This is an optimization exercise on Yosys and OpenROAD, whose aim is small area and a short achievable clock period, not a production implementation.

## fir
module fir(
	input			clk_100k,
	input			rst_n,
	input 	signed [8:0]	samp_in,
	output 	signed [8:0]	fir_out
);
reg [8:0] x0, x1, x2, x3, x4, x5, x6, x7, x8, x9, x10, x11, x12, x13, x14, x15, x16, x17;
reg rq2_0_0, rq2_0_1, rq2_1_0, rq2_2_0, rq2_2_1, rq2_3_0, rq2_4_0, rq2_5_0, rq2_6_0, rq2_7_0, rq2_7_1, rq2_8_0, rq2_8_1, rq2_9_0, rq2_10_0, rq2_10_1, rq2_11_0, rq2_11_1, rq2_12_0, rq2_12_1, rq2_13_0, rq2_13_1, rq2_14_0, rq2_14_1, rq2_15_0, rq2_16_0, rq2_16_1, rq2_17_0, rq2_17_1, rq2_18_0, rq2_18_1, rq2_19_0, rq2_20_0, rq2_20_1, rq2_21_0, rq2_21_1, rq2_22_0, rq2_22_1, rq2_23_0, rq2_23_1, rq2_24_0, rq2_24_1, rq1_0_0, rq1_1_0, rq1_2_0, rq1_3_0, rq1_3_1, rq1_4_0, rq1_5_0, rq1_5_1, rq1_6_0, rq1_6_1, rq1_7_0, rq1_7_1, rq1_8_0, rq1_9_0, rq1_9_1, rq1_10_0, rq1_11_0, rq1_12_0, rq1_12_1, rq1_13_0, rq1_13_1, rq1_14_0, rq1_14_1, rq1_15_0, rq1_15_1, rq1_16_0, rq1_16_1, rq1_17_0, rq1_17_1, rq1_18_0, rq1_19_0, rq1_19_1, rq1_20_0, rq1_20_1, rq1_21_0, rq1_21_1, rq1_22_0, rq1_22_1, rq1_23_0, rq1_23_1, rq1_24_0;
wire [9:0] u2_6 = {x3[8],x3} + {x11[8],x11};
wire [9:0] u2_7 = {x4[8],x4} + {x10[8],x10};
wire [9:0] u2_8 = {x5[8],x5} + {x9[8],x9};
wire [9:0] u2_9 = {x6[8],x6} + {x8[8],x8};
wire [9:0] u1_2 = {x0[8],x0} + {x16[8],x16};
wire [9:0] u1_3 = {x1[8],x1} + {x15[8],x15};
wire [9:0] u1_4 = {x2[8],x2} + {x14[8],x14};
wire [9:0] u1_5 = {x3[8],x3} + {x13[8],x13};
wire h2_1_s, h2_1_c;
assign {h2_1_c, h2_1_s} = 1'b1 + x7[0] + u2_7[0];
wire h2_2_s, h2_2_c;
fir_ha h2_2_ha ({~u2_6[0]}, u2_8[0], h2_2_s, h2_2_c);
wire h2_3_s, h2_3_c;
assign {h2_3_c, h2_3_s} = 1'b1 + x7[1] + x17[0];
wire h2_4_s, h2_4_c;
  ...
For scale: roughly 1600 cells after synthesis, roughly 20 I/O pins, ~22000 um2 of cells after synthesis.
==> flow/config.mk <==
export PLATFORM = sky130hd
export DESIGN_NAME = fir
export DESIGN_NICKNAME = fir
export VERILOG_FILES = /design/flow/design.v
export SDC_FILE = /design/flow/constraint.sdc
export NUM_CORES = 4
export LEC_CHECK = 0
export CAP_MARGIN = 20
export CORE_MARGIN = 2
export CORE_UTILIZATION = 65
export CTS_BUF_LIST = sky130_fd_sc_hd__clkbuf_8
export CTS_CLUSTER_DIAMETER = 60
export CTS_CLUSTER_SIZE = 16
export SLEW_MARGIN = 20
export SYNTH_HIERARCHICAL = 1
export SYNTH_MINIMUM_KEEP_SIZE = 0
export TNS_END_PERCENT = 10
==> flow/constraint.sdc <==
create_clock -name core_clock -period 16.0 [get_ports {clk_100k}]
set_input_delay 3.2000 -clock core_clock [delete_from_list [all_inputs] [get_ports {clk_100k}]]
set_output_delay 3.2000 -clock core_clock [all_outputs]
set_load 0.01 [all_outputs]
standard.sh (not shown) runs the stock make flow with config.mk's settings and CLKGATE_MAP_FILE= SYNTH_SCRIPT=/design/flow/synth_recipe.tcl, a recipe that flattens the netlist after the stock synthesis.
==> flow/flow/run.sh <==
#!/bin/bash
# The standard layout (standard.sh), with repair_timing asked to keep a setup margin:
# the constraints are unchanged, the margin only makes the timing repair work harder.
set -euo pipefail
MARGIN=${MARGIN:-11}
sed "s|\"\${@:-finish}\"|SETUP_SLACK_MARGIN=$MARGIN \"\${@:-finish}\"|" standard.sh > margin.sh
grep -q "SETUP_SLACK_MARGIN=$MARGIN" margin.sh
bash margin.sh > layout.log 2>&1
The baseline ran to the end with no violations.
Then changed:
--- a/flow/design.v
+++ b/flow/design.v
@@ -1120,13 +1120,14 @@
 wire g_24_s, g_24_c;
 fir_ha g_24_ha (e0[18], {~samp_in[8]}, g_24_s, g_24_c);
 wire [24:0] fa = {e0[24], e0[23], e0[22], e0[21], e0[20], e0[19], g_24_s, g_23_s, g_22_s, g_20_s, g_18_s, g_16_s, g_12_c, g_10_c, g_8_c, g_6_c, g_6_s, g_3_c, g_2_c, g_1_c, g_1_s, e0[3], e0[2], e0[1], e0[0]};
 wire [24:0] fb = {1'b0, 1'b0, 1'b0, 1'b0, 1'b0, g_24_c, g_23_c, g_22_c, 1'b0, g_18_c, 1'b0, g_14_c, g_14_s, g_12_s, g_10_s, g_8_s, 1'b0, g_4_s, g_3_s, g_2_s, 1'b0, samp_in[2], samp_in[1], samp_in[0], 1'b0};
 wire [16:0] lo = {1'b0, fa[15:0]} + {1'b0, fb[15:0]};
 wire [8:0] hs = fa[24:16] + fb[24:16];
-reg [8:0] oh;
+wire [8:0] hs1 = fa[24:16] + fb[24:16] + 9'd1;
+reg [8:0] oh, oh1;
 reg oc;
 always @(posedge clk_100k or negedge rst_n) begin
 	if (!rst_n) begin
 		x0 <= 9'd0; x1 <= 9'd0; x2 <= 9'd0; x3 <= 9'd0; x4 <= 9'd0; x5 <= 9'd0; x6 <= 9'd0; x7 <= 9'd0; x8 <= 9'd0; x9 <= 9'd0; x10 <= 9'd0; x11 <= 9'd0; x12 <= 9'd0; x13 <= 9'd0; x14 <= 9'd0; x15 <= 9'd0; x16 <= 9'd0; x17 <= 9'd0;
 		rq2_0_0 <= 1'b0;
 		rq2_0_1 <= 1'b0;
@@ -1208,13 +1209,13 @@
 		rq1_21_1 <= 1'b0;
 		rq1_22_0 <= 1'b0;
 		rq1_22_1 <= 1'b0;
 		rq1_23_0 <= 1'b0;
 		rq1_23_1 <= 1'b0;
 		rq1_24_0 <= 1'b0;
-		oh <= 9'd0; oc <= 1'b0;
+		oh <= 9'd0; oh1 <= 9'd0; oc <= 1'b0;
 	end else begin
 		x0 <= samp_in; x1 <= x0; x2 <= x1; x3 <= x2; x4 <= x3; x5 <= x4; x6 <= x5; x7 <= x6; x8 <= x7; x9 <= x8; x10 <= x9; x11 <= x10; x12 <= x11; x13 <= x12; x14 <= x13; x15 <= x14; x16 <= x15; x17 <= x16;
 		rq2_0_0 <= h2_2_s;
 		rq2_0_1 <= h2_1_s;
 		rq2_1_0 <= h2_6_s;
 		rq2_2_0 <= h2_6_c;
@@ -1294,16 +1295,16 @@
 		rq1_21_1 <= h1_218_s;
 		rq1_22_0 <= h1_222_s;
 		rq1_22_1 <= h1_218_c;
 		rq1_23_0 <= h1_222_c;
 		rq1_23_1 <= h1_224_s;
 		rq1_24_0 <= h1_226_s;
-		oh <= hs; oc <= lo[16];
+		oh <= hs; oh1 <= hs1; oc <= lo[16];
 	end
 end
-wire [8:0] s = oh + {{8{1'b0}}, oc};
+wire [8:0] s = oc ? oh1 : oh;
 assign fir_out = s[8:0];
 endmodule
 module fir_fa(input a, input b, input c, output s, output co);
 assign {co, s} = a + b + c;
 endmodule
 module fir_ha(input a, input b, output s, output co);
Effect:
- The new run went through all stages and came out clean
- non-clock buffer count increases by 14
- via count goes up by 2.4%
- hold slack hardly moves
- cell area goes up by 2.4%
- global-route usage goes down by 0.91 points
- core utilization stays flat
- routed wire length hardly moves
- sequential share of layout area is higher by 0.27 points
- area after synthesis came out higher by 2.0%
- first-iteration DRC count went down by 1.6%
- clock-buffer cell count does not change
- setup slack degrades by 0.16 ns
- die area came out higher by 2.0%
- final cell count went up by 3.1%
No run of this note included a check of the RTL's function; only the layout flow was run.

==> re-timing with driven ports <==
In the flow no input, the clock included, has a driving cell. The finished layouts below were timed again as built, in two steps.
Step 1 (the two cells are an assumption about what drives the block):
set clk [get_ports {clk_100k}]
set_driving_cell -lib_cell sky130_fd_sc_hd__clkbuf_16 $clk
set_driving_cell -lib_cell sky130_fd_sc_hd__buf_2 [delete_from_list [all_inputs] $clk]
Step 2 adds t to the input delays and takes it off the output delays; t is the mean of the earliest and latest rising clock arrival at the registers after step 1. Input paths then give back, and output paths get back, about the clock's delay inside the block.
a / b / c = no drivers / after step 1 / after step 2; a / b = the first two.
| run | shift t [ns] | setup slack, ns | hold slack, ns | worst slew at a driven data input, ns |
|---|---|---|---|---|
| the first run | 0.659 | 10.771 / 10.754 / 10.317 | 0.356 / 0.356 / 0.356 | 0.06 |
| the second run | 0.671 | 10.608 / 10.590 / 9.919 | 0.356 / 0.356 / 0.356 | 0.07 |
After both steps setup and hold are still met in every run listed. The setup slack of the second run, which loses most, moves by -0.018 ns with the drivers and by -0.689 ns with both steps.
